What follows belongs to an exercise in optimizing a design on an open flow for a short achievable clock period and low power; a production flow would make more cautious choices.
Function was checked by simulation only, so behaviour that the tests miss may differ from the original.

==> design.v <==
`timescale 1ns / 1ps
module signed_mul #(
	parameter integer op_a_width = 16,  
	parameter integer op_b_width = 16,  
	parameter integer output_width = 32,  
	parameter en_in_reg = "false",  
	parameter en_out_reg = "false",  
	parameter real simulation_delay = 1  
)(
	input wire clk,
	input wire ce_in_reg,
	input wire ce_mul,
	input wire ce_out_reg,
	input wire signed[op_a_width-1:0] op_a,
	input wire signed[op_b_width-1:0] op_b,
	output wire signed[output_width-1:0] res
);
	reg signed[op_a_width-1:0] op_a_r;
	reg signed[op_b_width-1:0] op_b_r;
	always @(posedge clk)
	begin
		if(ce_in_reg)
		begin
			op_a_r <= op_a;
			op_b_r <= op_b;
		end
	end
	wire signed[op_a_width-1:0] mul_in1;
	wire signed[op_b_width-1:0] mul_in2;
	reg signed[(op_a_width+op_b_width)-1:0] mul_res;
	assign mul_in1 = (en_in_reg == "false") ? op_a:op_a_r;
	assign mul_in2 = (en_in_reg == "false") ? op_b:op_b_r;
	always @(posedge clk)
	begin
		if(ce_mul)
			mul_res <= mul_in1 * mul_in2;
	end
	reg signed[(op_a_width+op_b_width)-1:0] res_r;
	assign res = (en_out_reg == "false") ? mul_res:res_r;
	always @(posedge clk)
	begin
		if(ce_out_reg)
			res_r <= mul_res;
	end
endmodule
`timescale 1ns / 1ps
module batch_nml_mac_cell #(
	parameter INT16_SUPPORTED = 1'b0,  
	parameter INT32_SUPPORTED = 1'b1,  
	parameter FP32_SUPPORTED = 1'b1,  
	parameter integer INFO_ALONG_WIDTH = 1,  
	parameter real SIM_DELAY = 1  
)(
	input wire aclk,
	input wire aresetn,
	input wire aclken,
	input wire bypass,  
	input wire[1:0] bn_calfmt,  
	input wire[4:0] fixed_point_quat_accrc,  
	input wire[31:0] mac_cell_i_op_a,  
	input wire[31:0] mac_cell_i_op_x,  
	input wire[31:0] mac_cell_i_op_b,  
	input wire mac_cell_i_is_a_eq_1,  
	input wire mac_cell_i_is_b_eq_0,  
	input wire[INFO_ALONG_WIDTH-1:0] mac_cell_i_info_along,  
	input wire mac_cell_i_vld,
	output wire[31:0] mac_cell_o_res,  
	output wire[INFO_ALONG_WIDTH-1:0] mac_cell_o_info_along,  
	output wire mac_cell_o_vld,
	output wire mul_clk,
	output wire[(INT16_SUPPORTED ? 4*18:(INT32_SUPPORTED ? 32:25))-1:0] mul_op_a,  
	output wire[(INT16_SUPPORTED ? 4*18:(INT32_SUPPORTED ? 32:25))-1:0] mul_op_b,  
	output wire[(INT16_SUPPORTED ? 4:3)-1:0] mul_ce,  
	input wire[(INT16_SUPPORTED ? 4*36:(INT32_SUPPORTED ? 64:50))-1:0] mul_res  
);
	localparam BN_CAL_FMT_INT16 = 2'b00;
	localparam BN_CAL_FMT_INT32 = 2'b01;
	localparam BN_CAL_FMT_FP32 = 2'b10;
	localparam BN_CAL_FMT_NONE = 2'b11;
	wire[1:0] bn_calfmt_inner;
	assign bn_calfmt_inner = 
		(INT16_SUPPORTED & (bn_calfmt == BN_CAL_FMT_INT16)) ? BN_CAL_FMT_INT16:
		(INT32_SUPPORTED & (bn_calfmt == BN_CAL_FMT_INT32)) ? BN_CAL_FMT_INT32:
		(FP32_SUPPORTED & (bn_calfmt == BN_CAL_FMT_FP32))   ? BN_CAL_FMT_FP32:
		                                                      BN_CAL_FMT_NONE;
	wire[17:0] int_mac_mul_op_a[3:0];
	wire[17:0] int_mac_mul_op_b[3:0];
	wire[3:0] int_mac_mul_ce;
	wire[17:0] fp_mac_mul_op_a[3:0];
	wire[17:0] fp_mac_mul_op_b[3:0];
	wire[3:0] fp_mac_mul_ce;
	reg[17:0] mul_op_a_r[3:0];
	reg[17:0] mul_op_b_r[3:0];
	reg[3:0] mul_in_vld_r;
	assign mul_clk = aclk;
	assign mul_op_a = 
		INT16_SUPPORTED ? 
			{mul_op_a_r[3], mul_op_a_r[2], mul_op_a_r[1], mul_op_a_r[0]}:
			{mul_op_a_r[2][(INT32_SUPPORTED ? 16:9)-1:0], mul_op_a_r[0][15:0]};
	assign mul_op_b = 
		INT16_SUPPORTED ? 
			{mul_op_b_r[3], mul_op_b_r[2], mul_op_b_r[1], mul_op_b_r[0]}:
			{mul_op_b_r[1][(INT32_SUPPORTED ? 16:9)-1:0], mul_op_b_r[0][15:0]};
	genvar mul_in_i;
	generate
		for(mul_in_i = 0;mul_in_i < 4;mul_in_i = mul_in_i + 1)
		begin:mul_in_blk
			always @(posedge aclk)
			begin
				if(
					aclken & 
					(
						(bn_calfmt_inner == BN_CAL_FMT_FP32) ? 
							fp_mac_mul_ce[mul_in_i]:
							int_mac_mul_ce[mul_in_i]
					)
				)
				begin
					mul_op_a_r[mul_in_i] <= 
						(bn_calfmt_inner == BN_CAL_FMT_FP32) ? 
							fp_mac_mul_op_a[mul_in_i]:
							int_mac_mul_op_a[mul_in_i];
					mul_op_b_r[mul_in_i] <= 
						(bn_calfmt_inner == BN_CAL_FMT_FP32) ? 
							fp_mac_mul_op_b[mul_in_i]:
							int_mac_mul_op_b[mul_in_i];
				end
			end
			always @(posedge aclk or negedge aresetn)
			begin
				if(~aresetn)
					mul_in_vld_r[mul_in_i] <= 1'b0;
				else if(aclken)
					mul_in_vld_r[mul_in_i] <= 
						(bn_calfmt_inner == BN_CAL_FMT_FP32) ? 
							fp_mac_mul_ce[mul_in_i]:
							int_mac_mul_ce[mul_in_i];
			end
		end
	endgenerate
	wire signed[31:0] int_mac_add_op_a;
	wire signed[31:0] int_mac_add_op_b;
	wire signed[31:0] fp_mac_add_op_a;
	wire signed[31:0] fp_mac_add_op_b;
	wire signed[31:0] shared_adder0_op_a;
	wire signed[31:0] shared_adder0_op_b;
	wire signed[32:0] shared_adder0_res;
	assign shared_adder0_op_a = 
		(bn_calfmt_inner == BN_CAL_FMT_FP32) ? 
			fp_mac_add_op_a:
			int_mac_add_op_a;
	assign shared_adder0_op_b = 
		(bn_calfmt_inner == BN_CAL_FMT_FP32) ? 
			fp_mac_add_op_b:
			int_mac_add_op_b;
	assign shared_adder0_res = 
		{shared_adder0_op_a[31], shared_adder0_op_a} + 
		{shared_adder0_op_b[31], shared_adder0_op_b};
	wire signed[31:0] shared_sh0_op_a;
	wire[4:0] shared_sh0_op_b;
	wire signed[31:0] shared_sh0_res;
	assign shared_sh0_res = $signed(shared_sh0_op_a) >>> shared_sh0_op_b;
	reg[8:1] mac_cell_i_vld_delayed;  
	always @(posedge aclk or negedge aresetn)
	begin
		if(~aresetn)
			mac_cell_i_vld_delayed <= 8'b00000000;
		else if(aclken)
			mac_cell_i_vld_delayed <= {mac_cell_i_vld_delayed[7:1], mac_cell_i_vld};
	end
	reg[6:1] mac_cell_i_is_a_eq_1_delayed;  
	reg[6:1] mac_cell_i_is_b_eq_0_delayed;  
	always @(posedge aclk)
	begin
		if(aclken & mac_cell_i_vld)
			mac_cell_i_is_a_eq_1_delayed[1] <= mac_cell_i_is_a_eq_1;
	end
	always @(posedge aclk)
	begin
		if(aclken & mac_cell_i_vld_delayed[1])
			mac_cell_i_is_a_eq_1_delayed[2] <= mac_cell_i_is_a_eq_1_delayed[1];
	end
	always @(posedge aclk)
	begin
		if(aclken & mac_cell_i_vld_delayed[2])
			mac_cell_i_is_a_eq_1_delayed[3] <= mac_cell_i_is_a_eq_1_delayed[2];
	end
	always @(posedge aclk)
	begin
		if(aclken & mac_cell_i_vld_delayed[3])
			mac_cell_i_is_a_eq_1_delayed[4] <= mac_cell_i_is_a_eq_1_delayed[3];
	end
	always @(posedge aclk)
	begin
		if(aclken & mac_cell_i_vld_delayed[4])
			mac_cell_i_is_a_eq_1_delayed[5] <= mac_cell_i_is_a_eq_1_delayed[4];
	end
	always @(posedge aclk)
	begin
		if(aclken & mac_cell_i_vld_delayed[5])
			mac_cell_i_is_a_eq_1_delayed[6] <= mac_cell_i_is_a_eq_1_delayed[5];
	end
	always @(posedge aclk)
	begin
		if(aclken & mac_cell_i_vld)
			mac_cell_i_is_b_eq_0_delayed[1] <= mac_cell_i_is_b_eq_0;
	end
	always @(posedge aclk)
	begin
		if(aclken & mac_cell_i_vld_delayed[1])
			mac_cell_i_is_b_eq_0_delayed[2] <= mac_cell_i_is_b_eq_0_delayed[1];
	end
	always @(posedge aclk)
	begin
		if(aclken & mac_cell_i_vld_delayed[2])
			mac_cell_i_is_b_eq_0_delayed[3] <= mac_cell_i_is_b_eq_0_delayed[2];
	end
	always @(posedge aclk)
	begin
		if(aclken & mac_cell_i_vld_delayed[3])
			mac_cell_i_is_b_eq_0_delayed[4] <= mac_cell_i_is_b_eq_0_delayed[3];
	end
	always @(posedge aclk)
	begin
		if(aclken & mac_cell_i_vld_delayed[4])
			mac_cell_i_is_b_eq_0_delayed[5] <= mac_cell_i_is_b_eq_0_delayed[4];
	end
	always @(posedge aclk)
	begin
		if(aclken & mac_cell_i_vld_delayed[5])
			mac_cell_i_is_b_eq_0_delayed[6] <= mac_cell_i_is_b_eq_0_delayed[5];
	end
	reg signed[31:0] mac_cell_i_op_x_delayed[1:4];  
	reg signed[31:0] mac_cell_i_op_b_delayed[1:6];  
	always @(posedge aclk)
	begin
		if(aclken & mac_cell_i_vld)
			mac_cell_i_op_x_delayed[1] <= mac_cell_i_op_x;
	end
	always @(posedge aclk)
	begin
		if(aclken & mac_cell_i_vld_delayed[1])
			mac_cell_i_op_x_delayed[2] <= mac_cell_i_op_x_delayed[1];
	end
	always @(posedge aclk)
	begin
		if(aclken & mac_cell_i_vld_delayed[2])
			mac_cell_i_op_x_delayed[3] <= mac_cell_i_op_x_delayed[2];
	end
	always @(posedge aclk)
	begin
		if(aclken & mac_cell_i_vld_delayed[3])
			mac_cell_i_op_x_delayed[4] <= mac_cell_i_op_x_delayed[3];
	end
	always @(posedge aclk)
	begin
		if(aclken & mac_cell_i_vld & (~mac_cell_i_is_b_eq_0))
			mac_cell_i_op_b_delayed[1] <= mac_cell_i_op_b;
	end
	always @(posedge aclk)
	begin
		if(aclken & mac_cell_i_vld_delayed[1] & (~mac_cell_i_is_b_eq_0_delayed[1]))
			mac_cell_i_op_b_delayed[2] <= mac_cell_i_op_b_delayed[1];
	end
	always @(posedge aclk)
	begin
		if(aclken & mac_cell_i_vld_delayed[2] & (~mac_cell_i_is_b_eq_0_delayed[2]))
			mac_cell_i_op_b_delayed[3] <= mac_cell_i_op_b_delayed[2];
	end
	always @(posedge aclk)
	begin
		if(aclken & mac_cell_i_vld_delayed[3] & (~mac_cell_i_is_b_eq_0_delayed[3]))
			mac_cell_i_op_b_delayed[4] <= mac_cell_i_op_b_delayed[3];
	end
	always @(posedge aclk)
	begin
		if(aclken & mac_cell_i_vld_delayed[4] & (~mac_cell_i_is_b_eq_0_delayed[4]))
			mac_cell_i_op_b_delayed[5] <= mac_cell_i_op_b_delayed[4];
	end
	always @(posedge aclk)
	begin
		if(aclken & mac_cell_i_vld_delayed[5] & (~mac_cell_i_is_b_eq_0_delayed[5]))
			mac_cell_i_op_b_delayed[6] <= mac_cell_i_op_b_delayed[5];
	end
	reg[INFO_ALONG_WIDTH-1:0] mac_cell_i_info_along_delayed[1:8];
	always @(posedge aclk)
	begin
		if(aclken & mac_cell_i_vld)
			mac_cell_i_info_along_delayed[1] <= mac_cell_i_info_along;
	end
	always @(posedge aclk)
	begin
		if(aclken & mac_cell_i_vld_delayed[1])
			mac_cell_i_info_along_delayed[2] <= mac_cell_i_info_along_delayed[1];
	end
	always @(posedge aclk)
	begin
		if(aclken & mac_cell_i_vld_delayed[2])
			mac_cell_i_info_along_delayed[3] <= mac_cell_i_info_along_delayed[2];
	end
	always @(posedge aclk)
	begin
		if(aclken & mac_cell_i_vld_delayed[3])
			mac_cell_i_info_along_delayed[4] <= mac_cell_i_info_along_delayed[3];
	end
	always @(posedge aclk)
	begin
		if(aclken & mac_cell_i_vld_delayed[4])
			mac_cell_i_info_along_delayed[5] <= mac_cell_i_info_along_delayed[4];
	end
	always @(posedge aclk)
	begin
		if(aclken & mac_cell_i_vld_delayed[5])
			mac_cell_i_info_along_delayed[6] <= mac_cell_i_info_along_delayed[5];
	end
	always @(posedge aclk)
	begin
		if(aclken & mac_cell_i_vld_delayed[6])
			mac_cell_i_info_along_delayed[7] <= mac_cell_i_info_along_delayed[6];
	end
	always @(posedge aclk)
	begin
		if(aclken & mac_cell_i_vld_delayed[7])
			mac_cell_i_info_along_delayed[8] <= mac_cell_i_info_along_delayed[7];
	end
	wire partial_product_adder_in_vld;
	wire partial_product_adder_in_vld_d1;
	wire partial_product_adder_out_vld;
	wire partial_product_adder_in_mask;
	wire partial_product_adder_in_mask_d1;
	wire[31:0] partial_product_arr[3:0];  
	reg[31:0] partial_product_d1[3:0];  
	reg[31:0] partial_product_d2[3:0];  
	reg[47:0] partial_product_add_0;  
	reg[47:0] partial_product_add_1;  
	wire signed[63:0] partial_product_add_res;  
	assign mul_ce = 
		INT16_SUPPORTED ? 
			({4{aclken}} & mul_in_vld_r):
			(
				{3{aclken}} & 
				{
					partial_product_adder_in_vld_d1 & (~partial_product_adder_in_mask_d1),
					partial_product_adder_in_vld & (~partial_product_adder_in_mask),
					mul_in_vld_r[0]
				}
			);
	assign partial_product_adder_in_vld = mac_cell_i_vld_delayed[2];
	assign partial_product_adder_in_vld_d1 = mac_cell_i_vld_delayed[3];
	assign partial_product_adder_out_vld = mac_cell_i_vld_delayed[4];
	assign partial_product_adder_in_mask = (bn_calfmt_inner == BN_CAL_FMT_INT16) | mac_cell_i_is_a_eq_1_delayed[2];
	assign partial_product_adder_in_mask_d1 = (bn_calfmt_inner == BN_CAL_FMT_INT16) | mac_cell_i_is_a_eq_1_delayed[3];
	assign partial_product_arr[0] = INT16_SUPPORTED ? mul_res[0*36+31:0*36]:32'dx;
	assign partial_product_arr[1] = INT16_SUPPORTED ? mul_res[1*36+31:1*36]:32'dx;
	assign partial_product_arr[2] = INT16_SUPPORTED ? mul_res[2*36+31:2*36]:32'dx;
	assign partial_product_arr[3] = INT16_SUPPORTED ? mul_res[3*36+31:3*36]:32'dx;
	assign partial_product_add_res = 
		INT16_SUPPORTED ? 
			(
				(bn_calfmt_inner == BN_CAL_FMT_INT16) ? 
					{{32{partial_product_d2[0][31]}}, partial_product_d2[0][31:0]}:
					{partial_product_add_1[47:0], partial_product_d2[0][15:0]}
			):
			{
				INT32_SUPPORTED ? 
					mul_res[63:50]:
					{14{mul_res[49]}},
				mul_res[49:0]
			};
	always @(posedge aclk)
	begin
		if(aclken & partial_product_adder_in_vld & (~partial_product_adder_in_mask))
		begin
			partial_product_d1[0] <= partial_product_arr[0];
			partial_product_d1[1] <= partial_product_arr[1];
			partial_product_d1[2] <= partial_product_arr[2];
			partial_product_d1[3] <= partial_product_arr[3];
		end
	end
	always @(posedge aclk)
	begin
		if(aclken & partial_product_adder_in_vld_d1 & (~partial_product_adder_in_mask_d1))
		begin
			partial_product_d2[0] <= partial_product_d1[0];
			partial_product_d2[1] <= partial_product_d1[1];
			partial_product_d2[2] <= partial_product_d1[2];
			partial_product_d2[3] <= partial_product_d1[3];
		end
	end
	always @(posedge aclk)
	begin
		if(aclken & partial_product_adder_in_vld & (~partial_product_adder_in_mask))
			partial_product_add_0 <= 
				{partial_product_arr[3][31:0], partial_product_arr[0][31:16]} + 
				{{16{partial_product_arr[1][31]}}, partial_product_arr[1][31:0]};
	end
	always @(posedge aclk)
	begin
		if(aclken & partial_product_adder_in_vld_d1 & (~partial_product_adder_in_mask_d1))
			partial_product_add_1 <= 
				partial_product_add_0[47:0] + 
				{{16{partial_product_d1[2][31]}}, partial_product_d1[2][31:0]};
	end
	wire int_mac_dec_pt_align_in_vld;
	wire int_mac_dec_pt_align_in_is_a_eq_1;
	wire signed[31:0] int_mac_dec_pt_align_in_op_x;
	wire signed[63:0] int_mac_dec_pt_align_in_mul_res;
	wire signed[63:0] int_mac_dec_pt_align_in_mul_res_shifted;
	reg signed[63:0] int_mac_amx;
	wire int_mac_amx_lmt_in_vld;
	wire signed[63:0] int_mac_amx_lmt_in_amx;
	wire int_mac_amx_lmt_amx_up_ovf;
	wire int_mac_amx_lmt_amx_down_ovf;
	reg signed[31:0] int_mac_amx_lmt_res;
	wire int_mac_final_in_vld;
	wire int_mac_final_in_is_b_eq_0;
	wire int_mac_final_out_vld;
	wire[INFO_ALONG_WIDTH-1:0] int_mac_final_out_info_along;
	wire int_mac_final_add_res_up_ovf;
	wire int_mac_final_add_res_down_ovf;
	reg signed[31:0] int_mac_final_res;
	assign int_mac_mul_op_a[0] = {{2{(bn_calfmt_inner == BN_CAL_FMT_INT16) & mac_cell_i_op_a[15]}}, mac_cell_i_op_a[15:0]};
	assign int_mac_mul_op_b[0] = {{2{(bn_calfmt_inner == BN_CAL_FMT_INT16) & mac_cell_i_op_x[15]}}, mac_cell_i_op_x[15:0]};
	assign int_mac_mul_op_a[1] = {2'b00, mac_cell_i_op_a[15:0]};
	assign int_mac_mul_op_b[1] = {{2{mac_cell_i_op_x[31]}}, mac_cell_i_op_x[31:16]};
	assign int_mac_mul_op_a[2] = {{2{mac_cell_i_op_a[31]}}, mac_cell_i_op_a[31:16]};
	assign int_mac_mul_op_b[2] = {2'b00, mac_cell_i_op_x[15:0]};
	assign int_mac_mul_op_a[3] = {{2{mac_cell_i_op_a[31]}}, mac_cell_i_op_a[31:16]};
	assign int_mac_mul_op_b[3] = {{2{mac_cell_i_op_x[31]}}, mac_cell_i_op_x[31:16]};
	assign int_mac_mul_ce = {4{mac_cell_i_vld & (~mac_cell_i_is_a_eq_1)}} & {{3{bn_calfmt_inner != BN_CAL_FMT_INT16}}, 1'b1};
	assign int_mac_add_op_a = 
		int_mac_final_in_vld ? 
			int_mac_amx_lmt_res:
			32'h0000_0000;
	assign int_mac_add_op_b = 
		(int_mac_final_in_vld & (~int_mac_final_in_is_b_eq_0)) ? 
			mac_cell_i_op_b_delayed[6]:
			32'h0000_0000;
	assign int_mac_dec_pt_align_in_vld = mac_cell_i_vld_delayed[4];
	assign int_mac_dec_pt_align_in_is_a_eq_1 = mac_cell_i_is_a_eq_1_delayed[4];
	assign int_mac_dec_pt_align_in_op_x = mac_cell_i_op_x_delayed[4];
	assign int_mac_dec_pt_align_in_mul_res = partial_product_add_res;
	assign int_mac_dec_pt_align_in_mul_res_shifted = $signed(int_mac_dec_pt_align_in_mul_res) >>> fixed_point_quat_accrc;
	assign int_mac_amx_lmt_in_vld = mac_cell_i_vld_delayed[5];
	assign int_mac_amx_lmt_in_amx = int_mac_amx;
	assign int_mac_amx_lmt_amx_up_ovf = (~int_mac_amx_lmt_in_amx[63]) & (|int_mac_amx_lmt_in_amx[63:31]);
	assign int_mac_amx_lmt_amx_down_ovf = int_mac_amx_lmt_in_amx[63] & (~(&int_mac_amx_lmt_in_amx[63:31]));
	assign int_mac_final_in_vld = mac_cell_i_vld_delayed[6];
	assign int_mac_final_in_is_b_eq_0 = mac_cell_i_is_b_eq_0_delayed[6];
	assign int_mac_final_out_vld = mac_cell_i_vld_delayed[7];
	assign int_mac_final_out_info_along = mac_cell_i_info_along_delayed[7];
	assign int_mac_final_add_res_up_ovf = 
		(bn_calfmt_inner == BN_CAL_FMT_INT16) ? 
			((~shared_adder0_res[32]) & (|shared_adder0_res[32:15])):
			((~shared_adder0_res[32]) & shared_adder0_res[31]);
	assign int_mac_final_add_res_down_ovf = 
		(bn_calfmt_inner == BN_CAL_FMT_INT16) ? 
			(shared_adder0_res[32] & (~(&shared_adder0_res[32:15]))):
			(shared_adder0_res[32] & (~shared_adder0_res[31]));
	always @(posedge aclk)
	begin
		if(aclken & int_mac_dec_pt_align_in_vld)
			int_mac_amx <= 
				int_mac_dec_pt_align_in_is_a_eq_1 ? 
					{{32{int_mac_dec_pt_align_in_op_x[31]}}, int_mac_dec_pt_align_in_op_x}:
					int_mac_dec_pt_align_in_mul_res_shifted;
	end
	always @(posedge aclk)
	begin
		if(aclken & int_mac_amx_lmt_in_vld)
			int_mac_amx_lmt_res <= 
				{
					int_mac_amx_lmt_in_amx[63],
					{31{~int_mac_amx_lmt_amx_down_ovf}} & ({31{int_mac_amx_lmt_amx_up_ovf}} | int_mac_amx_lmt_in_amx[30:0])
				};
	end
	always @(posedge aclk)
	begin
		if(aclken & int_mac_final_in_vld)
			int_mac_final_res <= 
				{
					shared_adder0_res[32],
					{31{~int_mac_final_add_res_down_ovf}} & ({31{int_mac_final_add_res_up_ovf}} | shared_adder0_res[30:0])
				};
	end
	wire fp_mac_i_op_a_s;  
	wire[7:0] fp_mac_i_op_a_ec;  
	wire signed[7:0] fp_mac_i_op_a_exp;  
	wire[22:0] fp_mac_i_op_a_m;  
	wire signed[24:0] fp_mac_i_op_a_f;  
	wire fp_mac_i_op_x_s;  
	wire[7:0] fp_mac_i_op_x_ec;  
	wire signed[7:0] fp_mac_i_op_x_exp;  
	wire[22:0] fp_mac_i_op_x_m;  
	wire signed[24:0] fp_mac_i_op_x_f;  
	reg signed[24:0] fp_mac_i_op_x_f_delayed[1:4];  
	wire fp_mac_i_op_b_s;  
	wire[4:1] fp_mac_i_op_b_s_delayed;  
	wire[7:0] fp_mac_i_op_b_ec;  
	wire[7:0] fp_mac_i_op_b_ec_delayed[1:4];  
	wire signed[7:0] fp_mac_i_op_b_exp;  
	wire signed[7:0] fp_mac_i_op_b_exp_delayed[1:4];  
	wire[22:0] fp_mac_i_op_b_m;  
	wire[22:0] fp_mac_i_op_b_m_delayed[1:4];  
	wire signed[24:0] fp_mac_i_op_b_f;  
	wire signed[24:0] fp_mac_i_op_b_f_delayed[1:4];  
	wire fp_mac_exp_alignment_in_vld;
	wire fp_mac_exp_alignment_in_is_b_eq_0;
	wire[5:1] fp_mac_exp_alignment_in_vld_delayed;
	wire fp_mac_is_exp_of_ax_gth_b;  
	reg[4:2] fp_mac_is_exp_of_ax_gth_b_delayed;  
	wire signed[8:0] fp_mac_exp_aligned;  
	reg signed[8:0] fp_mac_exp_aligned_delayed[2:7];  
	wire[8:0] fp_mac_exp_abs_diff;  
	reg[8:0] fp_mac_exp_abs_diff_delayed[2:4];  
	wire fp_mac_exp_algm_rsh_in_vld;
	wire fp_mac_exp_algm_rsh_in_is_b_eq_0;
	reg signed[31:0] fp_mac_ax_f_after_exp_algm;  
	reg signed[31:0] fp_mac_b_f_after_exp_algm;  
	wire fp_mac_ax_exp_in_vld;
	wire[3:1] fp_mac_ax_exp_in_vld_delayed;
	wire fp_mac_ax_exp_in_is_a_eq_1;
	wire[4:1] fp_mac_ax_exp_in_is_a_eq_1_delayed;
	reg signed[8:0] fp_mac_ax_exp_res;  
	wire signed[48:0] fp_mac_ax_f;  
	wire fp_mac_f_add_in_vld;
	wire fp_mac_f_add_in_is_b_eq_0;
	reg signed[32:0] fp_mac_f_added;  
	wire signed[32:0] fp_mac_f_added_rvs;
	wire fp_mac_nml_in_vld;
	wire fp_mac_nml_in_is_a_eq_1;
	wire fp_mac_nml_in_is_b_eq_0;
	wire[31:0] fp_mac_nml_shift_n_onehot;
	reg signed[32:0] fp_mac_nml_res;  
	reg signed[5:0] fp_mac_nml_exp_var;  
	wire fp_mac_pack_in_vld;
	wire fp_mac_pack_out_vld;
	wire[INFO_ALONG_WIDTH-1:0] fp_mac_pack_out_info_along;
	wire signed[9:0] fp_mac_pack_exp;  
	wire fp_mac_pack_underflow;  
	reg[31:0] fp_mac_fp32_packed;  
	assign fp_mac_mul_op_a[0] = {2'b00, fp_mac_i_op_a_f[15:0]};
	assign fp_mac_mul_op_b[0] = {2'b00, fp_mac_i_op_x_f[15:0]};
	assign fp_mac_mul_op_a[1] = {2'b00, fp_mac_i_op_a_f[15:0]};
	assign fp_mac_mul_op_b[1] = {{9{fp_mac_i_op_x_f[24]}}, fp_mac_i_op_x_f[24:16]};
	assign fp_mac_mul_op_a[2] = {{9{fp_mac_i_op_a_f[24]}}, fp_mac_i_op_a_f[24:16]};
	assign fp_mac_mul_op_b[2] = {2'b00, fp_mac_i_op_x_f[15:0]};
	assign fp_mac_mul_op_a[3] = {{9{fp_mac_i_op_a_f[24]}}, fp_mac_i_op_a_f[24:16]};
	assign fp_mac_mul_op_b[3] = {{9{fp_mac_i_op_x_f[24]}}, fp_mac_i_op_x_f[24:16]};
	assign fp_mac_mul_ce = {4{mac_cell_i_vld & (~mac_cell_i_is_a_eq_1)}};
	assign fp_mac_add_op_a = 
		fp_mac_f_add_in_vld ? 
			fp_mac_ax_f_after_exp_algm:
			32'h0000_0000;
	assign fp_mac_add_op_b = 
		(fp_mac_f_add_in_vld & (~fp_mac_f_add_in_is_b_eq_0)) ? 
			fp_mac_b_f_after_exp_algm:
			32'h0000_0000;
	assign shared_sh0_op_a = 
		fp_mac_exp_algm_rsh_in_vld ? 
			(
				fp_mac_is_exp_of_ax_gth_b_delayed[4] ? 
					{fp_mac_i_op_b_f_delayed[4][24], fp_mac_i_op_b_f_delayed[4][24:0], 6'd0}:
					fp_mac_ax_f[48:17]
			):
			32'h0000_0000;
	assign shared_sh0_op_b = 
		fp_mac_exp_algm_rsh_in_vld ? 
			fp_mac_exp_abs_diff_delayed[4][4:0]:
			5'd0;
	assign {fp_mac_i_op_a_s, fp_mac_i_op_a_ec, fp_mac_i_op_a_m} = mac_cell_i_op_a;
	assign {fp_mac_i_op_x_s, fp_mac_i_op_x_ec, fp_mac_i_op_x_m} = mac_cell_i_op_x;
	assign {fp_mac_i_op_b_s, fp_mac_i_op_b_ec, fp_mac_i_op_b_m} = mac_cell_i_op_b;
	assign fp_mac_i_op_a_exp = fp_mac_i_op_a_ec + {6'b100000, fp_mac_i_op_a_ec == 8'd0, fp_mac_i_op_a_ec != 8'd0};
	assign fp_mac_i_op_x_exp = fp_mac_i_op_x_ec + {6'b100000, fp_mac_i_op_x_ec == 8'd0, fp_mac_i_op_x_ec != 8'd0};
	assign fp_mac_i_op_b_exp = fp_mac_i_op_b_ec + {6'b100000, fp_mac_i_op_b_ec == 8'd0, fp_mac_i_op_b_ec != 8'd0};
	assign fp_mac_i_op_a_f = 
		({25{fp_mac_i_op_a_s}} ^ {1'b0, fp_mac_i_op_a_ec != 8'd0, fp_mac_i_op_a_m}) + fp_mac_i_op_a_s;
	assign fp_mac_i_op_x_f = 
		({25{fp_mac_i_op_x_s}} ^ {1'b0, fp_mac_i_op_x_ec != 8'd0, fp_mac_i_op_x_m}) + fp_mac_i_op_x_s;
	assign fp_mac_i_op_b_f = 
		({25{fp_mac_i_op_b_s}} ^ {1'b0, fp_mac_i_op_b_ec != 8'd0, fp_mac_i_op_b_m}) + fp_mac_i_op_b_s;
	genvar fp_mac_i_op_b_delay_i;
	generate
		for(fp_mac_i_op_b_delay_i = 1;fp_mac_i_op_b_delay_i <= 4;fp_mac_i_op_b_delay_i = fp_mac_i_op_b_delay_i + 1)
		begin:fp_mac_i_op_b_delay_blk
			assign {
				fp_mac_i_op_b_s_delayed[fp_mac_i_op_b_delay_i],
				fp_mac_i_op_b_ec_delayed[fp_mac_i_op_b_delay_i],
				fp_mac_i_op_b_m_delayed[fp_mac_i_op_b_delay_i]
			} = mac_cell_i_op_b_delayed[fp_mac_i_op_b_delay_i];
			assign fp_mac_i_op_b_exp_delayed[fp_mac_i_op_b_delay_i] = 
				fp_mac_i_op_b_ec_delayed[fp_mac_i_op_b_delay_i] + 
				{
					6'b100000,
					fp_mac_i_op_b_ec_delayed[fp_mac_i_op_b_delay_i] == 8'd0,
					fp_mac_i_op_b_ec_delayed[fp_mac_i_op_b_delay_i] != 8'd0
				};
			assign fp_mac_i_op_b_f_delayed[fp_mac_i_op_b_delay_i] = 
				(
					{25{fp_mac_i_op_b_s_delayed[fp_mac_i_op_b_delay_i]}} ^ 
					{1'b0, fp_mac_i_op_b_ec_delayed[fp_mac_i_op_b_delay_i] != 8'd0, fp_mac_i_op_b_m_delayed[fp_mac_i_op_b_delay_i]}
				) + fp_mac_i_op_b_s_delayed[fp_mac_i_op_b_delay_i];
		end
	endgenerate
	assign fp_mac_exp_alignment_in_vld = mac_cell_i_vld_delayed[1];
	assign fp_mac_exp_alignment_in_is_b_eq_0 = mac_cell_i_is_b_eq_0_delayed[1];
	assign fp_mac_exp_alignment_in_vld_delayed = 
		{
			mac_cell_i_vld_delayed[6],
			mac_cell_i_vld_delayed[5],
			mac_cell_i_vld_delayed[4],
			mac_cell_i_vld_delayed[3],
			mac_cell_i_vld_delayed[2]
		};
	assign fp_mac_is_exp_of_ax_gth_b = 
		fp_mac_exp_alignment_in_is_b_eq_0 | (fp_mac_ax_exp_res > fp_mac_i_op_b_exp_delayed[1]);
	assign fp_mac_exp_aligned = 
		fp_mac_is_exp_of_ax_gth_b ? 
			fp_mac_ax_exp_res:
			{fp_mac_i_op_b_exp_delayed[1][7], fp_mac_i_op_b_exp_delayed[1][7:0]};
	assign fp_mac_exp_abs_diff = 
		fp_mac_is_exp_of_ax_gth_b ? 
			(fp_mac_ax_exp_res - {fp_mac_i_op_b_exp_delayed[1][7], fp_mac_i_op_b_exp_delayed[1][7:0]}):
			({fp_mac_i_op_b_exp_delayed[1][7], fp_mac_i_op_b_exp_delayed[1][7:0]} - fp_mac_ax_exp_res);
	assign fp_mac_exp_algm_rsh_in_vld = mac_cell_i_vld_delayed[4];
	assign fp_mac_exp_algm_rsh_in_is_b_eq_0 = mac_cell_i_is_b_eq_0_delayed[4];
	assign fp_mac_ax_exp_in_vld = mac_cell_i_vld;
	assign fp_mac_ax_exp_in_vld_delayed = 
		{
			mac_cell_i_vld_delayed[3],
			mac_cell_i_vld_delayed[2],
			mac_cell_i_vld_delayed[1]
		};
	assign fp_mac_ax_exp_in_is_a_eq_1 = mac_cell_i_is_a_eq_1;
	assign fp_mac_ax_exp_in_is_a_eq_1_delayed = 
		{
			mac_cell_i_is_a_eq_1_delayed[4],
			mac_cell_i_is_a_eq_1_delayed[3],
			mac_cell_i_is_a_eq_1_delayed[2],
			mac_cell_i_is_a_eq_1_delayed[1]
		};
	assign fp_mac_ax_f = 
		fp_mac_ax_exp_in_is_a_eq_1_delayed[4] ? 
			{fp_mac_i_op_x_f_delayed[4][24], fp_mac_i_op_x_f_delayed[4][24:0], 23'd0}:
			partial_product_add_res[48:0];
	assign fp_mac_f_add_in_vld = mac_cell_i_vld_delayed[5];
	assign fp_mac_f_add_in_is_b_eq_0 = mac_cell_i_is_b_eq_0_delayed[5];
	assign fp_mac_f_added_rvs = 
		{
			fp_mac_f_added[0], fp_mac_f_added[1], fp_mac_f_added[2], fp_mac_f_added[3],
			fp_mac_f_added[4], fp_mac_f_added[5], fp_mac_f_added[6], fp_mac_f_added[7],
			fp_mac_f_added[8], fp_mac_f_added[9], fp_mac_f_added[10], fp_mac_f_added[11],
			fp_mac_f_added[12], fp_mac_f_added[13], fp_mac_f_added[14], fp_mac_f_added[15],
			fp_mac_f_added[16], fp_mac_f_added[17], fp_mac_f_added[18], fp_mac_f_added[19],
			fp_mac_f_added[20], fp_mac_f_added[21], fp_mac_f_added[22], fp_mac_f_added[23],
			fp_mac_f_added[24], fp_mac_f_added[25], fp_mac_f_added[26], fp_mac_f_added[27],
			fp_mac_f_added[28], fp_mac_f_added[29], fp_mac_f_added[30], fp_mac_f_added[31],
			fp_mac_f_added[32]
		};
	assign fp_mac_nml_in_vld = mac_cell_i_vld_delayed[6];
	assign fp_mac_nml_in_is_a_eq_1 = mac_cell_i_is_a_eq_1_delayed[6];
	assign fp_mac_nml_in_is_b_eq_0 = mac_cell_i_is_b_eq_0_delayed[6];
	assign fp_mac_nml_shift_n_onehot = 
		({32{fp_mac_f_added_rvs[0]}} ^ fp_mac_f_added_rvs[32:1]) & 
		((~({32{fp_mac_f_added_rvs[0]}} ^ fp_mac_f_added_rvs[32:1])) + 1'b1);
	assign fp_mac_pack_in_vld = mac_cell_i_vld_delayed[7];
	assign fp_mac_pack_out_vld = mac_cell_i_vld_delayed[8];
	assign fp_mac_pack_out_info_along = mac_cell_i_info_along_delayed[8];
	assign fp_mac_pack_exp = 
		{fp_mac_exp_aligned_delayed[7][8], fp_mac_exp_aligned_delayed[7][8:0]} + {{4{fp_mac_nml_exp_var[5]}}, fp_mac_nml_exp_var[5:0]};
	assign fp_mac_pack_underflow = 
		(fp_mac_pack_exp < -10'sd126) | 
		(fp_mac_nml_res[30:29] == 2'b00) | ((fp_mac_nml_res[30:29] == 2'b11) & (|fp_mac_nml_res[28:6]));  
	always @(posedge aclk)
	begin
		if(aclken & mac_cell_i_vld)
			fp_mac_i_op_x_f_delayed[1] <= fp_mac_i_op_x_f;
	end
	always @(posedge aclk)
	begin
		if(aclken & mac_cell_i_vld_delayed[1])
			fp_mac_i_op_x_f_delayed[2] <= fp_mac_i_op_x_f_delayed[1];
	end
	always @(posedge aclk)
	begin
		if(aclken & mac_cell_i_vld_delayed[2])
			fp_mac_i_op_x_f_delayed[3] <= fp_mac_i_op_x_f_delayed[2];
	end
	always @(posedge aclk)
	begin
		if(aclken & mac_cell_i_vld_delayed[3])
			fp_mac_i_op_x_f_delayed[4] <= fp_mac_i_op_x_f_delayed[3];
	end
	always @(posedge aclk)
	begin
		if(aclken & fp_mac_exp_alignment_in_vld)
		begin
			fp_mac_is_exp_of_ax_gth_b_delayed[2] <= fp_mac_is_exp_of_ax_gth_b;
			fp_mac_exp_aligned_delayed[2] <= fp_mac_exp_aligned;
			fp_mac_exp_abs_diff_delayed[2] <= fp_mac_exp_abs_diff;
		end
	end
	always @(posedge aclk)
	begin
		if(aclken & fp_mac_exp_alignment_in_vld_delayed[1])
		begin
			fp_mac_is_exp_of_ax_gth_b_delayed[3] <= fp_mac_is_exp_of_ax_gth_b_delayed[2];
			fp_mac_exp_aligned_delayed[3] <= fp_mac_exp_aligned_delayed[2];
			fp_mac_exp_abs_diff_delayed[3] <= fp_mac_exp_abs_diff_delayed[2];
		end
	end
	always @(posedge aclk)
	begin
		if(aclken & fp_mac_exp_alignment_in_vld_delayed[2])
		begin
			fp_mac_is_exp_of_ax_gth_b_delayed[4] <= fp_mac_is_exp_of_ax_gth_b_delayed[3];
			fp_mac_exp_aligned_delayed[4] <= fp_mac_exp_aligned_delayed[3];
			fp_mac_exp_abs_diff_delayed[4] <= fp_mac_exp_abs_diff_delayed[3];
		end
	end
	always @(posedge aclk)
	begin
		if(aclken & fp_mac_exp_alignment_in_vld_delayed[3])
		begin
			fp_mac_exp_aligned_delayed[5] <= fp_mac_exp_aligned_delayed[4];
		end
	end
	always @(posedge aclk)
	begin
		if(aclken & fp_mac_exp_alignment_in_vld_delayed[4])
		begin
			fp_mac_exp_aligned_delayed[6] <= fp_mac_exp_aligned_delayed[5];
		end
	end
	always @(posedge aclk)
	begin
		if(aclken & fp_mac_exp_alignment_in_vld_delayed[5])
		begin
			fp_mac_exp_aligned_delayed[7] <= fp_mac_exp_aligned_delayed[6];
		end
	end
	always @(posedge aclk)
	begin
		if(aclken & fp_mac_exp_algm_rsh_in_vld)
			fp_mac_ax_f_after_exp_algm <= 
				fp_mac_is_exp_of_ax_gth_b_delayed[4] ? 
					fp_mac_ax_f[48:17]:
					(
						(fp_mac_exp_abs_diff_delayed[4] >= 9'd32) ? 
							32'd0:
							shared_sh0_res[31:0]
					);
	end
	always @(posedge aclk)
	begin
		if(aclken & fp_mac_exp_algm_rsh_in_vld & (~fp_mac_exp_algm_rsh_in_is_b_eq_0))
			fp_mac_b_f_after_exp_algm <= 
				fp_mac_is_exp_of_ax_gth_b_delayed[4] ? 
					(
						(fp_mac_exp_abs_diff_delayed[4] >= 9'd32) ? 
							32'd0:
							shared_sh0_res[31:0]
					):
					{fp_mac_i_op_b_f_delayed[4][24], fp_mac_i_op_b_f_delayed[4][24:0], 6'd0};
	end
	always @(posedge aclk)
	begin
		if(aclken & fp_mac_ax_exp_in_vld)
			fp_mac_ax_exp_res <= 
				fp_mac_ax_exp_in_is_a_eq_1 ? 
					{fp_mac_i_op_x_exp[7], fp_mac_i_op_x_exp[7:0]}:
					(
						({9{~fp_mac_ax_exp_in_is_a_eq_1}} & {fp_mac_i_op_a_exp[7], fp_mac_i_op_a_exp[7:0]}) + 
						({9{~fp_mac_ax_exp_in_is_a_eq_1}} & {fp_mac_i_op_x_exp[7], fp_mac_i_op_x_exp[7:0]})
					);
	end
	always @(posedge aclk)
	begin
		if(aclken & fp_mac_f_add_in_vld)
			fp_mac_f_added <= shared_adder0_res;
	end
	always @(posedge aclk)
	begin
		if(aclken & fp_mac_nml_in_vld)
		begin
			fp_mac_nml_res <= 
				(fp_mac_nml_in_is_a_eq_1 & fp_mac_nml_in_is_b_eq_0) ? 
					fp_mac_f_added:
					(
						({33{fp_mac_nml_shift_n_onehot[0]}} & {{2{fp_mac_f_added[32]}}, fp_mac_f_added[32:2]}) |  
						({33{fp_mac_nml_shift_n_onehot[1]}} & {fp_mac_f_added[32], fp_mac_f_added[32:1]}) |  
						({33{fp_mac_nml_shift_n_onehot[2]}} & fp_mac_f_added) | 
						({33{fp_mac_nml_shift_n_onehot[3]}} & (fp_mac_f_added << 1)) | 
						({33{fp_mac_nml_shift_n_onehot[4]}} & (fp_mac_f_added << 2)) | 
						({33{fp_mac_nml_shift_n_onehot[5]}} & (fp_mac_f_added << 3)) | 
						({33{fp_mac_nml_shift_n_onehot[6]}} & (fp_mac_f_added << 4)) | 
						({33{fp_mac_nml_shift_n_onehot[7]}} & (fp_mac_f_added << 5)) | 
						({33{fp_mac_nml_shift_n_onehot[8]}} & (fp_mac_f_added << 6)) | 
						({33{fp_mac_nml_shift_n_onehot[9]}} & (fp_mac_f_added << 7)) | 
						({33{fp_mac_nml_shift_n_onehot[10]}} & (fp_mac_f_added << 8)) | 
						({33{fp_mac_nml_shift_n_onehot[11]}} & (fp_mac_f_added << 9)) | 
						({33{fp_mac_nml_shift_n_onehot[12]}} & (fp_mac_f_added << 10)) | 
						({33{fp_mac_nml_shift_n_onehot[13]}} & (fp_mac_f_added << 11)) | 
						({33{fp_mac_nml_shift_n_onehot[14]}} & (fp_mac_f_added << 12)) | 
						({33{fp_mac_nml_shift_n_onehot[15]}} & (fp_mac_f_added << 13)) | 
						({33{fp_mac_nml_shift_n_onehot[16]}} & (fp_mac_f_added << 14)) | 
						({33{fp_mac_nml_shift_n_onehot[17]}} & (fp_mac_f_added << 15)) | 
						({33{fp_mac_nml_shift_n_onehot[18]}} & (fp_mac_f_added << 16)) | 
						({33{fp_mac_nml_shift_n_onehot[19]}} & (fp_mac_f_added << 17)) | 
						({33{fp_mac_nml_shift_n_onehot[20]}} & (fp_mac_f_added << 18)) | 
						({33{fp_mac_nml_shift_n_onehot[21]}} & (fp_mac_f_added << 19)) | 
						({33{fp_mac_nml_shift_n_onehot[22]}} & (fp_mac_f_added << 20)) | 
						({33{fp_mac_nml_shift_n_onehot[23]}} & (fp_mac_f_added << 21)) | 
						({33{fp_mac_nml_shift_n_onehot[24]}} & (fp_mac_f_added << 22)) | 
						({33{fp_mac_nml_shift_n_onehot[25]}} & (fp_mac_f_added << 23)) | 
						({33{fp_mac_nml_shift_n_onehot[26]}} & (fp_mac_f_added << 24)) | 
						({33{fp_mac_nml_shift_n_onehot[27]}} & (fp_mac_f_added << 25)) | 
						({33{fp_mac_nml_shift_n_onehot[28]}} & (fp_mac_f_added << 26)) | 
						({33{fp_mac_nml_shift_n_onehot[29]}} & (fp_mac_f_added << 27)) | 
						({33{fp_mac_nml_shift_n_onehot[30]}} & (fp_mac_f_added << 28)) | 
						({33{fp_mac_nml_shift_n_onehot[31] | (~(|fp_mac_nml_shift_n_onehot))}} & (fp_mac_f_added << 29))
					);
			fp_mac_nml_exp_var <= 
				(fp_mac_nml_in_is_a_eq_1 & fp_mac_nml_in_is_b_eq_0) ? 
					6'b000000:
					(
						({6{fp_mac_nml_shift_n_onehot[0]}} & 6'b000010) |  
						({6{fp_mac_nml_shift_n_onehot[1]}} & 6'b000001) |  
						({6{fp_mac_nml_shift_n_onehot[2]}} & 6'b000000) |  
						({6{fp_mac_nml_shift_n_onehot[3]}} & 6'b111111) |  
						({6{fp_mac_nml_shift_n_onehot[4]}} & 6'b111110) |  
						({6{fp_mac_nml_shift_n_onehot[5]}} & 6'b111101) |  
						({6{fp_mac_nml_shift_n_onehot[6]}} & 6'b111100) |  
						({6{fp_mac_nml_shift_n_onehot[7]}} & 6'b111011) |  
						({6{fp_mac_nml_shift_n_onehot[8]}} & 6'b111010) |  
						({6{fp_mac_nml_shift_n_onehot[9]}} & 6'b111001) |  
						({6{fp_mac_nml_shift_n_onehot[10]}} & 6'b111000) |  
						({6{fp_mac_nml_shift_n_onehot[11]}} & 6'b110111) |  
						({6{fp_mac_nml_shift_n_onehot[12]}} & 6'b110110) |  
						({6{fp_mac_nml_shift_n_onehot[13]}} & 6'b110101) |  
						({6{fp_mac_nml_shift_n_onehot[14]}} & 6'b110100) |  
						({6{fp_mac_nml_shift_n_onehot[15]}} & 6'b110011) |  
						({6{fp_mac_nml_shift_n_onehot[16]}} & 6'b110010) |  
						({6{fp_mac_nml_shift_n_onehot[17]}} & 6'b110001) |  
						({6{fp_mac_nml_shift_n_onehot[18]}} & 6'b110000) |  
						({6{fp_mac_nml_shift_n_onehot[19]}} & 6'b101111) |  
						({6{fp_mac_nml_shift_n_onehot[20]}} & 6'b101110) |  
						({6{fp_mac_nml_shift_n_onehot[21]}} & 6'b101101) |  
						({6{fp_mac_nml_shift_n_onehot[22]}} & 6'b101100) |  
						({6{fp_mac_nml_shift_n_onehot[23]}} & 6'b101011) |  
						({6{fp_mac_nml_shift_n_onehot[24]}} & 6'b101010) |  
						({6{fp_mac_nml_shift_n_onehot[25]}} & 6'b101001) |  
						({6{fp_mac_nml_shift_n_onehot[26]}} & 6'b101000) |  
						({6{fp_mac_nml_shift_n_onehot[27]}} & 6'b100111) |  
						({6{fp_mac_nml_shift_n_onehot[28]}} & 6'b100110) |  
						({6{fp_mac_nml_shift_n_onehot[29]}} & 6'b100101) |  
						({6{fp_mac_nml_shift_n_onehot[30]}} & 6'b100100) |  
						({6{fp_mac_nml_shift_n_onehot[31] | (~(|fp_mac_nml_shift_n_onehot))}} & 6'b100011)  
					);
		end
	end
	always @(posedge aclk)
	begin
		if(aclken & fp_mac_pack_in_vld)
		begin
			fp_mac_fp32_packed[31] <= 
				fp_mac_nml_res[32];
			fp_mac_fp32_packed[30:23] <= 
				fp_mac_pack_underflow ? 
					8'h00:
					(
						fp_mac_pack_exp[7:0] + 
						(
							(fp_mac_nml_res[30:6] == {2'b10, 23'd0}) ?  
								8'd128:
								8'd127
						)
					);
			fp_mac_fp32_packed[22:0] <= 
				(
					{23{fp_mac_nml_res[32]}} ^ 
					(
						(fp_mac_pack_underflow | (fp_mac_nml_res[30:6] == {2'b10, 23'd0})) ? 
							23'd0:
							fp_mac_nml_res[28:6]
					)
				) + fp_mac_nml_res[32];
		end
	end
	reg[31:0] mac_cell_o_res_r;  
	reg[INFO_ALONG_WIDTH-1:0] mac_cell_o_info_along_r;  
	reg mac_cell_o_vld_r;
	assign mac_cell_o_res = mac_cell_o_res_r;
	assign mac_cell_o_info_along = mac_cell_o_info_along_r;
	assign mac_cell_o_vld = mac_cell_o_vld_r;
	always @(posedge aclk or negedge aresetn)
	begin
		if(~aresetn)
			mac_cell_o_vld_r <= 1'b0;
		else if(aclken)
			mac_cell_o_vld_r <= 
				bypass ? 
					mac_cell_i_vld:
					(
						(bn_calfmt_inner == BN_CAL_FMT_FP32) ? 
							fp_mac_pack_out_vld:
							int_mac_final_out_vld
					);
	end
	always @(posedge aclk)
	begin
		if(
			aclken & 
			(
				bypass ? 
					mac_cell_i_vld:
					(
						(bn_calfmt_inner == BN_CAL_FMT_FP32) ? 
							fp_mac_pack_out_vld:
							int_mac_final_out_vld
					)
			)
		)
		begin
			mac_cell_o_res_r <= 
				bypass ? 
					mac_cell_i_op_x:
					(
						(bn_calfmt_inner == BN_CAL_FMT_FP32) ? 
							fp_mac_fp32_packed:
							int_mac_final_res
					);
			mac_cell_o_info_along_r <= 
				bypass ? 
					mac_cell_i_info_along:
					(
						(bn_calfmt_inner == BN_CAL_FMT_FP32) ? 
							fp_mac_pack_out_info_along:
							int_mac_final_out_info_along
					);
		end
	end
endmodule
`timescale 1ns / 1ps
module bn_mac_unit (
	input wire aclk,
	input wire aresetn,
	input wire aclken,
	input wire bypass,
	input wire[1:0] bn_calfmt,
	input wire[4:0] fixed_point_quat_accrc,
	input wire[31:0] mac_cell_i_op_a,
	input wire[31:0] mac_cell_i_op_x,
	input wire[31:0] mac_cell_i_op_b,
	input wire mac_cell_i_is_a_eq_1,
	input wire mac_cell_i_is_b_eq_0,
	input wire[1:0] mac_cell_i_info_along,
	input wire mac_cell_i_vld,
	output wire[31:0] mac_cell_o_res,
	output wire[1:0] mac_cell_o_info_along,
	output wire mac_cell_o_vld
);
	wire mul_clk;
	wire[31:0] mul_op_a;
	wire[31:0] mul_op_b;
	wire[2:0] mul_ce;
	wire[63:0] mul_res;
	batch_nml_mac_cell #(
		.INT16_SUPPORTED(1'b0),
		.INT32_SUPPORTED(1'b1),
		.FP32_SUPPORTED(1'b1),
		.INFO_ALONG_WIDTH(2),
		.SIM_DELAY(0)
	)mac_cell_u(
		.aclk(aclk),
		.aresetn(aresetn),
		.aclken(aclken),
		.bypass(bypass),
		.bn_calfmt(bn_calfmt),
		.fixed_point_quat_accrc(fixed_point_quat_accrc),
		.mac_cell_i_op_a(mac_cell_i_op_a),
		.mac_cell_i_op_x(mac_cell_i_op_x),
		.mac_cell_i_op_b(mac_cell_i_op_b),
		.mac_cell_i_is_a_eq_1(mac_cell_i_is_a_eq_1),
		.mac_cell_i_is_b_eq_0(mac_cell_i_is_b_eq_0),
		.mac_cell_i_info_along(mac_cell_i_info_along),
		.mac_cell_i_vld(mac_cell_i_vld),
		.mac_cell_o_res(mac_cell_o_res),
		.mac_cell_o_info_along(mac_cell_o_info_along),
		.mac_cell_o_vld(mac_cell_o_vld),
		.mul_clk(mul_clk),
		.mul_op_a(mul_op_a),
		.mul_op_b(mul_op_b),
		.mul_ce(mul_ce),
		.mul_res(mul_res)
	);
	signed_mul #(
		.op_a_width(32),
		.op_b_width(32),
		.output_width(64),
		.en_in_reg("true"),
		.en_out_reg("true"),
		.simulation_delay(0)
	)mul_u(
		.clk(aclk),
		.ce_in_reg(mul_ce[0]),
		.ce_mul(mul_ce[1]),
		.ce_out_reg(mul_ce[2]),
		.op_a(mul_op_a),
		.op_b(mul_op_b),
		.res(mul_res)
	);
endmodule
==> run.sh <==
#!/bin/bash
# synth_recipe.tcl (not shown) runs the flow's synth.tcl, then flattens the netlist and writes it again
# the make line also repeats each setting of config.mk as NAME=value (left out here)
make -C /OpenROAD-flow-scripts/flow DESIGN_CONFIG=/design/flow/config.mk WORK_HOME=/design/flow/orfs CLKGATE_MAP_FILE= SYNTH_SCRIPT=/design/flow/synth_recipe.tcl finish
==> config.mk <==
export PLATFORM = sky130hd
export DESIGN_NAME = bn_mac_unit
export DESIGN_NICKNAME = bn_mac_unit
export VERILOG_FILES = /design/flow/design.v
export SDC_FILE = /design/flow/constraint.sdc
export NUM_CORES = 4
export LEC_CHECK = 0
export CAP_MARGIN = 20
export CORE_MARGIN = 2
export CORE_UTILIZATION = 40
export SLEW_MARGIN = 20
==> constraint.sdc <==
create_clock -name core_clock -period 9.0 [get_ports {aclk}]
set_input_delay 1.8000 -clock core_clock [delete_from_list [all_inputs] [get_ports {aclk}]]
set_output_delay 1.8000 -clock core_clock [all_outputs]
set_load 0.01 [all_outputs]
==> notes.md <==
[repair_timing]
item                       CTS  global route
hold endpoints to repair     0             0
setup endpoints to repair    0             1
resized for setup            0             0
setup buffers                0             1
[sequential cells by signal, summed over array words and instances (netlist names), 33 cells and up]
register,count
mac_cell_u.mac_cell_i_op_b_delayed,192
mac_cell_u.fp_mac_f_added,33
mac_cell_u.fp_mac_i_op_x_f_delayed,100
mul_u.res_r,64
mac_cell_u.fp_mac_exp_aligned_delayed,54
mac_cell_u.int_mac_amx,64
mac_cell_u.mac_cell_i_op_x_delayed,128
mul_u.mul_res,64
[per-layer routing]
metal / up-vias / GRT usage / wire length [um]
met1: 34020 / 0.332 / 122000
met4: 0 / 0.0856 / 11200
met2: 2833 / 0.410 / 141000
met3: 485 / 0.0368 / 20800
li1: 29053 / - / -
met5: - / 0 / 0
[how the worst max path moves through the flow]
stage                startpoint                 to  slack, ps  cells past startpoint
3_3_place_gp   mul_u.op_b_r[13]  mul_u.mul_res[57]        490                     23
6_report        mul_u.op_b_r[3]  mul_u.mul_res[57]        400                     21
4_1_cts        mul_u.op_b_r[13]  mul_u.mul_res[63]        390                     24
3_5_place_dp   mul_u.op_b_r[13]  mul_u.mul_res[63]        400                     24
2_1_floorplan   mul_u.op_b_r[2]  mul_u.mul_res[62]       1010                     25
5_1_grt         mul_u.op_b_r[2]  mul_u.mul_res[63]        140                     23
[final cells by class]
| type | count | area [um2] | area share |
|---|---|---|---|
| clock buffer | 152 | 3140 | 0.0307 |
| inverter | 1040 | 3910 | 0.0382 |
| antenna | 9 | 22.5 | 0.000220 |
| clock inverter | 69 | 873 | 0.00854 |
| tap | 3026 | 3790 | 0.0370 |
| timing repair buffer | 415 | 3570 | 0.0349 |
| multi-input combinational | 5863 | 53100 | 0.519 |
| sequential | 1130 | 33900 | 0.331 |
[cell usage after synthesis, types with 94 or more instances]
master,count
edfxtp_1,1120
nand2_1,1113
fa_1,1088
inv_1,1031
and2_1,542
clkbuf_1,503
nor2_1,407
a21oi_1,289
ha_1,273
o21ai_0,254
xnor2_1,180
mux2i_1,124
xor2_1,112
nand3_1,102
a21o_1,94
[stage by stage]
stage / instance area, um2 / setup WS, ps / std cells
2_1_floorplan: 92900 / 1010 / 8600
3_3_place_gp: 98100 / 487 / 11469
3_5_place_dp: 98100 / 405 / 11469
4_1_cts: 102000 / 393 / 11690
5_1_grt: 102000 / 144 / 11699
6_report: 102000 / 396 / 11704
[logic make-up after synthesis]
| kind of cell | Yosys count |
|---|---|
| and+or+nand+nor | 2580 |
| buffers and inverters | 1607 |
| adders and majority gates | 1392 |
| AOI/OAI and AO/OA | 1377 |
| DFF | 1130 |
| xor gates and xnor gates | 292 |
| muxes | 222 |
[worst max-delay path: stages (launching register included)]
cell	delay, ps
edfxtp_1	810
buf_4	270
nand2_1	80
fa_1	550
fa_1	430
fa_1	530
fa_1	560
inv_1	60
fa_1	500
fa_1	590
fa_1	440
fa_1	440
ha_1	390
and3_1	230
a221o_1	330
a311o_1	350
a21oi_1	510
o31a_1	370
o211ai_1	210
a31oi_1	350
o21ai_0	170
xor2_1	170
==> notes.md <==
pin count of the biggest net entering global routing=77; vias in the first global route=67721; die width=486 um; final setup skew=53.2 ps; cell count after synthesis=8600; initial antenna violation count=13; drt drc=0; top_reg_cell synth=edfxtp_1; synthesized net count=10073; Max clock buf depth=3; Overflow after GRT=0; number of fill cells=21398; GPL Wtd Cong=0.944; mux contribution to synthesized area=0.0322; Worst Setup End Kind=flop; Setup CP Type=flop to flop; Routed Antenna Nets=0; IO Count=147; CTS clk-pin slew, worst paths=60 ps; RSZ-0062 raised after global routing=false; TritonCTS Buffers=119; Max Clk Rate=0.116 GHz; Max Cap Viol=0; 1st-pass router iterations=8; Vias=66391; total track usage=0.248; Synth top area share=0.362; Reg2Reg Launch Point=mul_u.op_b_r[3]; Max-slew headroom=0.242; adder-cell share of the synthesized area=0.275; depth of the CTS H-tree=3; fin crit share=0.956; Root Driver=clkbuf_16; clock latency (worst-skew pair)=800 ps; area of the die=236000 um2; worst hold slack=377 ps; worst path arrival time=9100 ps; Req. time, crit path=9490 ps; number of synthesized flops with an enable pin=1120; commonest non-fill, non-tap cell in the layout=edfxtp_1; largest family of logic cells by synthesized area=adder cells; sequential-to-total area share from yosys stat=0.365; most frequent cells in the layout=edfxtp_1, nand2_1, fa_1, inv_1, and2_1; Sum Neg Setup Slack=0 ps; min Tclk post-route=8600 ps; hpwl dp=227000 um; Vias per Instance=5.67; Final Hold Fails=0; Synth Area in Simple Gates=0.133; row cnt=176; Initial Utilization=0.403; Async SR Flop Fraction=0.00885; Critical Path Start Type=flop; area growth from synthesis to layout=10.1%; xor/xnor share of the synthesized area=0.0275; core box area=230000 um2; routed length per instance=25.1 um; Slew Limit Fails=0; #FFs+latches synth=1130; final wirelength=294000 um; Syn. warnings=12; Synth Area in Compound Gates=0.102; Die Ht=486 um; number of port buffers=146; first-pass GRT wire length=442000 um; Yosys top cell by area=edfxtp_1; reg2reg end=mul_u.mul_res[57]; R2R cell count=21; Mapped Area=92900 um2; Util after Layout=0.444; Worst Hold Class=flop to flop; crit path max fanout=13; share of cells above drive strength 1=0.0738; Mean Syn Cell Area=10.8 um2; Worst-Margin Slew=1130 ps; Hold Crit Depth=0; Reg2Reg Setup Slack=400 ps; status=finished clean; Initial DRC Count=7046; Final Net Count=10042; clk sinks=1130; hold_buf cts=0; final setup fails=0; CTS tree=built; Hold Path End=mac_cell_u.fp_mac_i_op_x_f_delayed[2][4]; largest cells by area after synthesis=edfxtp_1, fa_1, nand2_1, inv_1, ha_1; Hold Path Origin=mac_cell_u.fp_mac_i_op_x_f_delayed[1][4]; number of unique standard cell types used by synthesis=103

[re-timing with driven ports]
In the flow no input, the clock included, has a driving cell. The finished layout below was timed again as built, in two steps.
Step 1 (the two cells are an assumption about what drives the block):
set clk [get_ports {aclk}]
set_driving_cell -lib_cell sky130_fd_sc_hd__clkbuf_16 $clk
set_driving_cell -lib_cell sky130_fd_sc_hd__buf_2 [delete_from_list [all_inputs] $clk]
Step 2 times the ports against the registers' clock, not the clock port: input delays grow and output delays shrink by t, the midpoint of the rising clock arrivals with the driver on.
a / b / c = no drivers / after step 1 / after step 2; a / b = the first two.
t (ns): 0.860
slack for setup (ns): 0.396 / 0.396 / 0.396
worst hold slack (ns): 0.377 / 0.377 / 0.377
worst data-port slew with drivers (ns): 0.13
pins driven straight from the clock port: 1
After both steps this run still meets setup and hold. For this run, drivers alone change the setup slack by 0.000 ns; drivers and shift together by 0.000 ns.
